From an optimization exercise on the open Yosys and OpenROAD flow, aimed at small area, a short achievable clock period and few clock cycles per item; shortcuts taken in it are not production practice.
In this exercise RTL edits were held to simulation tests only and were not proved equivalent to the original.
Power is estimated from default activity; no workload was simulated.

==> build 23: inputs <==
// DES_Core
module DES_Core(
    input wire clk,
    input wire reset,
    input wire start_i,
    input wire [63:0] plaintext_i,
    input wire [63:0] key_i,
    output reg [63:0] ciphertext_o,
    output reg done_o
    );
export LEC_CHECK = 0
export CAP_MARGIN = 20
export CORE_MARGIN = 2
export CORE_UTILIZATION = 40
export CTS_BUF_LIST = sky130_fd_sc_hd__clkbuf_4 sky130_fd_sc_hd__clkbuf_8
export SETUP_SLACK_MARGIN = 2.8
export SLEW_MARGIN = 20
create_clock -name core_clock -period 5.0 [get_ports {clk}]
standard.sh (not shown) runs the stock make flow with config.mk's settings and CLKGATE_MAP_FILE= SYNTH_SCRIPT=/design/flow/synth_recipe.tcl, a recipe that flattens the netlist after the stock synthesis.
==> flow/flow/run.sh <==
#!/bin/bash
# The standard layout with three changes:
# - small buffers (buf_2) on the ports instead of the delay buffers
#   buffer_ports picks by default;
# - no 3-input XOR cells (two XOR2 are smaller and faster here);
# - ABC maps the XOR network once (&nf) without its restructuring rounds and
#   upsizing, leaving the sizing to the placer's timing repair.
# Make output goes to flow_make.log.
set -euo pipefail
cp -r "$FLOW_HOME/scripts" scripts_mod
printf '&get -n\n&st\n&dch\n&nf\n&put\nbuffer -c\ntopo\nstime -c\ndnsize -c\n' > scripts_mod/abc_speed.script
export BUFFER_PORTS_ARGS="-buffer_cell sky130_fd_sc_hd__buf_2"
bash standard.sh SCRIPTS_DIR="$PWD/scripts_mod" DONT_USE_CELLS="sky130_fd_sc_hd__lpflow_bleeder_1 sky130_fd_sc_hd__lpflow_clkbufkapwr_1 sky130_fd_sc_hd__lpflow_clkbufkapwr_16 sky130_fd_sc_hd__lpflow_clkbufkapwr_2 sky130_fd_sc_hd__lpflow_clkbufkapwr_4 sky130_fd_sc_hd__lpflow_clkbufkapwr_8 sky130_fd_sc_hd__lpflow_clkinvkapwr_1 sky130_fd_sc_hd__lpflow_clkinvkapwr_16 sky130_fd_sc_hd__lpflow_clkinvkapwr_2 sky130_fd_sc_hd__lpflow_clkinvkapwr_4 sky130_fd_sc_hd__lpflow_clkinvkapwr_8 sky130_fd_sc_hd__lpflow_decapkapwr_12 sky130_fd_sc_hd__lpflow_decapkapwr_3 sky130_fd_sc_hd__lpflow_decapkapwr_4 sky130_fd_sc_hd__lpflow_decapkapwr_6 sky130_fd_sc_hd__lpflow_decapkapwr_8 sky130_fd_sc_hd__lpflow_inputiso0n_1 sky130_fd_sc_hd__lpflow_inputiso0p_1 sky130_fd_sc_hd__lpflow_inputiso1n_1 sky130_fd_sc_hd__lpflow_inputiso1p_1 sky130_fd_sc_hd__lpflow_inputisolatch_1 sky130_fd_sc_hd__lpflow_isobufsrc_1 sky130_fd_sc_hd__lpflow_isobufsrc_16 sky130_fd_sc_hd__lpflow_isobufsrc_2 sky130_fd_sc_hd__lpflow_isobufsrc_4 sky130_fd_sc_hd__lpflow_isobufsrc_8 sky130_fd_sc_hd__lpflow_isobufsrckapwr_16 sky130_fd_sc_hd__lpflow_lsbuf_lh_hl_isowell_tap_1 sky130_fd_sc_hd__lpflow_lsbuf_lh_hl_isowell_tap_2 sky130_fd_sc_hd__lpflow_lsbuf_lh_hl_isowell_tap_4 sky130_fd_sc_hd__lpflow_lsbuf_lh_isowell_4 sky130_fd_sc_hd__lpflow_lsbuf_lh_isowell_tap_1 sky130_fd_sc_hd__lpflow_lsbuf_lh_isowell_tap_2 sky130_fd_sc_hd__lpflow_lsbuf_lh_isowell_tap_4 sky130_fd_sc_hd__probe_p_8 sky130_fd_sc_hd__probec_p_8  sky130_fd_sc_hd__xor3_1 sky130_fd_sc_hd__xor3_2 sky130_fd_sc_hd__xor3_4 sky130_fd_sc_hd__xnor3_1 sky130_fd_sc_hd__xnor3_2 sky130_fd_sc_hd__xnor3_4" finish > flow_make.log 2>&1
==> trial 19 (differences from build 23) <==
==> flow/flow/run.sh (replaced) <==
#!/bin/bash
# The standard layout, with small buffers on the ports instead of the
# delay buffers buffer_ports picks by default. Make output goes to flow_make.log.
set -euo pipefail
export BUFFER_PORTS_ARGS="-buffer_cell sky130_fd_sc_hd__buf_2"
export POST_GLOBAL_PLACE_TCL="$PWD/flow/outbuf.tcl"
bash standard.sh DONT_USE_CELLS="sky130_fd_sc_hd__lpflow_bleeder_1 sky130_fd_sc_hd__lpflow_clkbufkapwr_1 sky130_fd_sc_hd__lpflow_clkbufkapwr_16 sky130_fd_sc_hd__lpflow_clkbufkapwr_2 sky130_fd_sc_hd__lpflow_clkbufkapwr_4 sky130_fd_sc_hd__lpflow_clkbufkapwr_8 sky130_fd_sc_hd__lpflow_clkinvkapwr_1 sky130_fd_sc_hd__lpflow_clkinvkapwr_16 sky130_fd_sc_hd__lpflow_clkinvkapwr_2 sky130_fd_sc_hd__lpflow_clkinvkapwr_4 sky130_fd_sc_hd__lpflow_clkinvkapwr_8 sky130_fd_sc_hd__lpflow_decapkapwr_12 sky130_fd_sc_hd__lpflow_decapkapwr_3 sky130_fd_sc_hd__lpflow_decapkapwr_4 sky130_fd_sc_hd__lpflow_decapkapwr_6 sky130_fd_sc_hd__lpflow_decapkapwr_8 sky130_fd_sc_hd__lpflow_inputiso0n_1 sky130_fd_sc_hd__lpflow_inputiso0p_1 sky130_fd_sc_hd__lpflow_inputiso1n_1 sky130_fd_sc_hd__lpflow_inputiso1p_1 sky130_fd_sc_hd__lpflow_inputisolatch_1 sky130_fd_sc_hd__lpflow_isobufsrc_1 sky130_fd_sc_hd__lpflow_isobufsrc_16 sky130_fd_sc_hd__lpflow_isobufsrc_2 sky130_fd_sc_hd__lpflow_isobufsrc_4 sky130_fd_sc_hd__lpflow_isobufsrc_8 sky130_fd_sc_hd__lpflow_isobufsrckapwr_16 sky130_fd_sc_hd__lpflow_lsbuf_lh_hl_isowell_tap_1 sky130_fd_sc_hd__lpflow_lsbuf_lh_hl_isowell_tap_2 sky130_fd_sc_hd__lpflow_lsbuf_lh_hl_isowell_tap_4 sky130_fd_sc_hd__lpflow_lsbuf_lh_isowell_4 sky130_fd_sc_hd__lpflow_lsbuf_lh_isowell_tap_1 sky130_fd_sc_hd__lpflow_lsbuf_lh_isowell_tap_2 sky130_fd_sc_hd__lpflow_lsbuf_lh_isowell_tap_4 sky130_fd_sc_hd__probe_p_8 sky130_fd_sc_hd__probec_p_8  sky130_fd_sc_hd__xor3_1 sky130_fd_sc_hd__xor3_2 sky130_fd_sc_hd__xor3_4 sky130_fd_sc_hd__xnor3_1 sky130_fd_sc_hd__xnor3_2 sky130_fd_sc_hd__xnor3_4" finish > flow_make.log 2>&1
==> flow/flow/outbuf.tcl (new file) <==
# Output ports drive only the 0.01 pF pin load: a buf_1 is enough there.
set n 0
foreach bterm [[ord::get_db_block] getBTerms] {
  if {[$bterm getIoType] != "OUTPUT"} { continue }
  set net [$bterm getNet]
  if {$net == "NULL"} { continue }
  foreach iterm [$net getITerms] {
    if {[$iterm isOutputSignal]} {
      set inst [$iterm getInst]
      if {[[$inst getMaster] getName] == "sky130_fd_sc_hd__buf_2"} {
        replace_cell [$inst getName] sky130_fd_sc_hd__buf_1
        incr n
      }
    }
  }
}
puts "outbuf.tcl: $n output buffers set to buf_1"
--- a/flow/config.mk
+++ b/flow/config.mk
@@ -9,5 +9,7 @@
 export CORE_MARGIN = 2
 export CORE_UTILIZATION = 40
 export CTS_BUF_LIST = sky130_fd_sc_hd__clkbuf_4 sky130_fd_sc_hd__clkbuf_8
-export SETUP_SLACK_MARGIN = 2.8
+export GPL_ROUTABILITY_DRIVEN = 0
+export PLACE_DENSITY = 0.7
+export SETUP_SLACK_MARGIN = 2.65
 export SLEW_MARGIN = 20
==> trial 22 (differences from build 23) <==
--- a/flow/config.mk
+++ b/flow/config.mk
@@ -9,5 +9,4 @@
 export CORE_MARGIN = 2
 export CORE_UTILIZATION = 40
 export CTS_BUF_LIST = sky130_fd_sc_hd__clkbuf_4 sky130_fd_sc_hd__clkbuf_8
-export SETUP_SLACK_MARGIN = 2.8
 export SLEW_MARGIN = 20
==> notes <==
Power, lowest first: trial 19, trial 22, build 23. Against trial 22, the design area of build 23 is higher by about 20%. First-iteration DRC count, highest first: trial 19, build 23, trial 22. Fmax, lowest first: trial 22, trial 19, build 23. Between build 23 and trial 22, the lower combinational power is in trial 22 (gap about 17%, measured against trial 22). Sequential share of layout area, lowest first: build 23, trial 19, trial 22.
==> figures <==
item	build 23	trial 22	trial 19
Status	no timing/DRC/antenna violations	no timing/DRC/antenna violations	no timing/DRC/antenna violations
Area share of xor/xnor cells in the synthesized design	70.5%	70.5%	70.4%
Number of filler instances in the final layout	1,448	1,618	1,724
Non-clock buffer total of the final layout	224	181	185
Final worst path period need	2.25 ns	2.86 ns	2.33 ns
Actual slew at the worst max-slew pin	0.615 ns	0.889 ns	0.627 ns
Area of the multi-input gates	0.00599 sq mm	0.00481 sq mm	0.00521 sq mm
Register share of total power	26.3%	29.7%	30.4%
Cells after DPL	1,015	1,017	1,025
Sum of routed wire segments on met1	10,800 microns	7920 microns	8080 microns
Sequential portion of the cell area	20.2%	24.1%	23.2%
Biggest fanout along the worst timing path	5	5	4
Horizontal die dimension	135 microns	135 microns	139 microns
Testbench counts of build 23, summed over its fixed seeds: cycles 4,808, blocks 2,400.
Testbench counts of trial 19, summed over its fixed seeds: cycles 4,808, blocks 2,400.
Testbench counts of trial 22, summed over its fixed seeds: cycles 4,808, blocks 2,400.

---

==> build 9 <==
Starting RTL as in the previous note.
// DES_Core
module DES_Core(
    input wire clk,
    input wire reset,
    input wire start_i,
    input wire [63:0] plaintext_i,
    input wire [63:0] key_i,
    output reg [63:0] ciphertext_o,
    output reg done_o
    );
Settings: LEC_CHECK=0, CAP_MARGIN=20, CORE_MARGIN=2, CORE_UTILIZATION=40, CTS_BUF_LIST=sky130_fd_sc_hd__clkbuf_4 sky130_fd_sc_hd__clkbuf_8, SETUP_SLACK_MARGIN=2.75, SLEW_MARGIN=20; clock period 5.0 ns.
==> flow/flow/run.sh <==
#!/bin/bash
# The standard layout, with small buffers on the ports instead of the
# delay buffers buffer_ports picks by default. Make output goes to flow_make.log.
set -euo pipefail
export BUFFER_PORTS_ARGS="-buffer_cell sky130_fd_sc_hd__buf_2"
export POST_GLOBAL_PLACE_TCL="$PWD/flow/outbuf.tcl"
bash standard.sh DONT_USE_CELLS="sky130_fd_sc_hd__lpflow_bleeder_1 sky130_fd_sc_hd__lpflow_clkbufkapwr_1 sky130_fd_sc_hd__lpflow_clkbufkapwr_16 sky130_fd_sc_hd__lpflow_clkbufkapwr_2 sky130_fd_sc_hd__lpflow_clkbufkapwr_4 sky130_fd_sc_hd__lpflow_clkbufkapwr_8 sky130_fd_sc_hd__lpflow_clkinvkapwr_1 sky130_fd_sc_hd__lpflow_clkinvkapwr_16 sky130_fd_sc_hd__lpflow_clkinvkapwr_2 sky130_fd_sc_hd__lpflow_clkinvkapwr_4 sky130_fd_sc_hd__lpflow_clkinvkapwr_8 sky130_fd_sc_hd__lpflow_decapkapwr_12 sky130_fd_sc_hd__lpflow_decapkapwr_3 sky130_fd_sc_hd__lpflow_decapkapwr_4 sky130_fd_sc_hd__lpflow_decapkapwr_6 sky130_fd_sc_hd__lpflow_decapkapwr_8 sky130_fd_sc_hd__lpflow_inputiso0n_1 sky130_fd_sc_hd__lpflow_inputiso0p_1 sky130_fd_sc_hd__lpflow_inputiso1n_1 sky130_fd_sc_hd__lpflow_inputiso1p_1 sky130_fd_sc_hd__lpflow_inputisolatch_1 sky130_fd_sc_hd__lpflow_isobufsrc_1 sky130_fd_sc_hd__lpflow_isobufsrc_16 sky130_fd_sc_hd__lpflow_isobufsrc_2 sky130_fd_sc_hd__lpflow_isobufsrc_4 sky130_fd_sc_hd__lpflow_isobufsrc_8 sky130_fd_sc_hd__lpflow_isobufsrckapwr_16 sky130_fd_sc_hd__lpflow_lsbuf_lh_hl_isowell_tap_1 sky130_fd_sc_hd__lpflow_lsbuf_lh_hl_isowell_tap_2 sky130_fd_sc_hd__lpflow_lsbuf_lh_hl_isowell_tap_4 sky130_fd_sc_hd__lpflow_lsbuf_lh_isowell_4 sky130_fd_sc_hd__lpflow_lsbuf_lh_isowell_tap_1 sky130_fd_sc_hd__lpflow_lsbuf_lh_isowell_tap_2 sky130_fd_sc_hd__lpflow_lsbuf_lh_isowell_tap_4 sky130_fd_sc_hd__probe_p_8 sky130_fd_sc_hd__probec_p_8  sky130_fd_sc_hd__xor3_1 sky130_fd_sc_hd__xor3_2 sky130_fd_sc_hd__xor3_4 sky130_fd_sc_hd__xnor3_1 sky130_fd_sc_hd__xnor3_2 sky130_fd_sc_hd__xnor3_4" finish > flow_make.log 2>&1
==> flow/flow/outbuf.tcl <==
# Output ports drive only the 0.01 pF pin load: a buf_1 is enough there.
set n 0
foreach bterm [[ord::get_db_block] getBTerms] {
  if {[$bterm getIoType] != "OUTPUT"} { continue }
  set net [$bterm getNet]
  if {$net == "NULL"} { continue }
  foreach iterm [$net getITerms] {
    if {[$iterm isOutputSignal]} {
      set inst [$iterm getInst]
      if {[[$inst getMaster] getName] == "sky130_fd_sc_hd__buf_2"} {
        replace_cell [$inst getName] sky130_fd_sc_hd__buf_1
        incr n
      }
    }
  }
}
puts "outbuf.tcl: $n output buffers set to buf_1"
==> build 61 (differences from build 9) <==
==> flow/run.sh (new file) <==
#!/bin/bash
# synth_recipe.tcl (not shown) runs the flow's synth.tcl, then flattens the netlist and writes it again
# the make line also repeats each setting of config.mk as NAME=value (left out here)
make -C /OpenROAD-flow-scripts/flow DESIGN_CONFIG=/design/flow/config.mk WORK_HOME=/design/flow/orfs CLKGATE_MAP_FILE= SYNTH_SCRIPT=/design/flow/synth_recipe.tcl finish
- CTS_BUF_LIST: sky130_fd_sc_hd__clkbuf_4 sky130_fd_sc_hd__clkbuf_8 -> unset
- SETUP_SLACK_MARGIN: 2.75 -> unset
removed: flow/flow/run.sh
removed: flow/flow/outbuf.tcl
removed: flow/standard.sh
==> trial 5 (differences from build 9) <==
==> flow/flow/run.sh (replaced) <==
#!/bin/bash
# The standard layout, with small buffers on the ports instead of the
# delay buffers buffer_ports picks by default. Make output goes to flow_make.log.
set -euo pipefail
export BUFFER_PORTS_ARGS="-buffer_cell sky130_fd_sc_hd__buf_2"
export POST_GLOBAL_PLACE_TCL="$PWD/flow/outbuf.tcl"
bash standard.sh RECOVER_POWER=50 DONT_USE_CELLS="sky130_fd_sc_hd__lpflow_bleeder_1 sky130_fd_sc_hd__lpflow_clkbufkapwr_1 sky130_fd_sc_hd__lpflow_clkbufkapwr_16 sky130_fd_sc_hd__lpflow_clkbufkapwr_2 sky130_fd_sc_hd__lpflow_clkbufkapwr_4 sky130_fd_sc_hd__lpflow_clkbufkapwr_8 sky130_fd_sc_hd__lpflow_clkinvkapwr_1 sky130_fd_sc_hd__lpflow_clkinvkapwr_16 sky130_fd_sc_hd__lpflow_clkinvkapwr_2 sky130_fd_sc_hd__lpflow_clkinvkapwr_4 sky130_fd_sc_hd__lpflow_clkinvkapwr_8 sky130_fd_sc_hd__lpflow_decapkapwr_12 sky130_fd_sc_hd__lpflow_decapkapwr_3 sky130_fd_sc_hd__lpflow_decapkapwr_4 sky130_fd_sc_hd__lpflow_decapkapwr_6 sky130_fd_sc_hd__lpflow_decapkapwr_8 sky130_fd_sc_hd__lpflow_inputiso0n_1 sky130_fd_sc_hd__lpflow_inputiso0p_1 sky130_fd_sc_hd__lpflow_inputiso1n_1 sky130_fd_sc_hd__lpflow_inputiso1p_1 sky130_fd_sc_hd__lpflow_inputisolatch_1 sky130_fd_sc_hd__lpflow_isobufsrc_1 sky130_fd_sc_hd__lpflow_isobufsrc_16 sky130_fd_sc_hd__lpflow_isobufsrc_2 sky130_fd_sc_hd__lpflow_isobufsrc_4 sky130_fd_sc_hd__lpflow_isobufsrc_8 sky130_fd_sc_hd__lpflow_isobufsrckapwr_16 sky130_fd_sc_hd__lpflow_lsbuf_lh_hl_isowell_tap_1 sky130_fd_sc_hd__lpflow_lsbuf_lh_hl_isowell_tap_2 sky130_fd_sc_hd__lpflow_lsbuf_lh_hl_isowell_tap_4 sky130_fd_sc_hd__lpflow_lsbuf_lh_isowell_4 sky130_fd_sc_hd__lpflow_lsbuf_lh_isowell_tap_1 sky130_fd_sc_hd__lpflow_lsbuf_lh_isowell_tap_2 sky130_fd_sc_hd__lpflow_lsbuf_lh_isowell_tap_4 sky130_fd_sc_hd__probe_p_8 sky130_fd_sc_hd__probec_p_8  sky130_fd_sc_hd__xor3_1 sky130_fd_sc_hd__xor3_2 sky130_fd_sc_hd__xor3_4 sky130_fd_sc_hd__xnor3_1 sky130_fd_sc_hd__xnor3_2 sky130_fd_sc_hd__xnor3_4" finish > flow_make.log 2>&1
- PLACE_DENSITY: unset -> 0.7
- SETUP_SLACK_MARGIN: 2.75 -> 2.65
==> comparison <==
- The lowest utilization belongs to trial 5, the highest to build 61.
- Design area: trial 5 is lower than build 61 (14%).
- Critical path depth: build 9 > build 61 > trial 5.
- Combinational power, highest first: build 61, build 9, trial 5.
- Fmax, highest first: build 9, trial 5, build 61.
- The highest wire length belongs to build 61, the lowest to trial 5.
- Build 9 went through all stages and came out clean. Build 61 ran to the end with no violations. Trial 5 completed and failed the layout checks on max-capacitance violations, max-slew violations.
- In synthesized cell count, build 9 and trial 5 do not differ.
- In flip-flop and latch count, build 9 and trial 5 do not differ.
Testbench counts of build 9, summed over its fixed seeds: cycles 4,808, blocks 2,400.
Testbench counts of build 61, summed over its fixed seeds: cycles 4,808, blocks 2,400.
Testbench counts of trial 5, summed over its fixed seeds: cycles 4,808, blocks 2,400.

==> port drivers added, routing unchanged <==
Ports are ideal in the flow. The routed layouts listed here were re-timed in OpenROAD. Step 1: set_driving_cell puts a clkbuf_16 on clk and a buf_2 on each other input, an assumption about the parent block. Step 2, shift: input delay + t, output delay - t, t = (earliest + latest rising clock arrival at the registers) / 2. This alone moves slack from input paths to output paths. Slacks: ideal / step 1 / step 2; pairs: ideal / step 1.
run	t (ns)	setup slack, ns	clock arrival spread, ns	worst register clock-pin slew, ns
build 23	0.399	2.748 / 2.763 / 2.364	0.034 / 0.034	0.11 / 0.11
trial 19	0.393	2.669 / 2.684 / 2.291	0.015 / 0.016	0.08 / 0.08
trial 22	0.401	2.137 / 2.149 / 1.748	0.018 / 0.018	0.09 / 0.09
build 9	0.400	2.750 / 2.765 / 2.365	0.013 / 0.014	0.08 / 0.08
build 61	0.382	1.816 / 1.833 / 1.452	0.009 / 0.009	0.06 / 0.06
trial 5	0.390	2.274 / 2.275 / 1.885	0.015 / 0.015	0.08 / 0.08
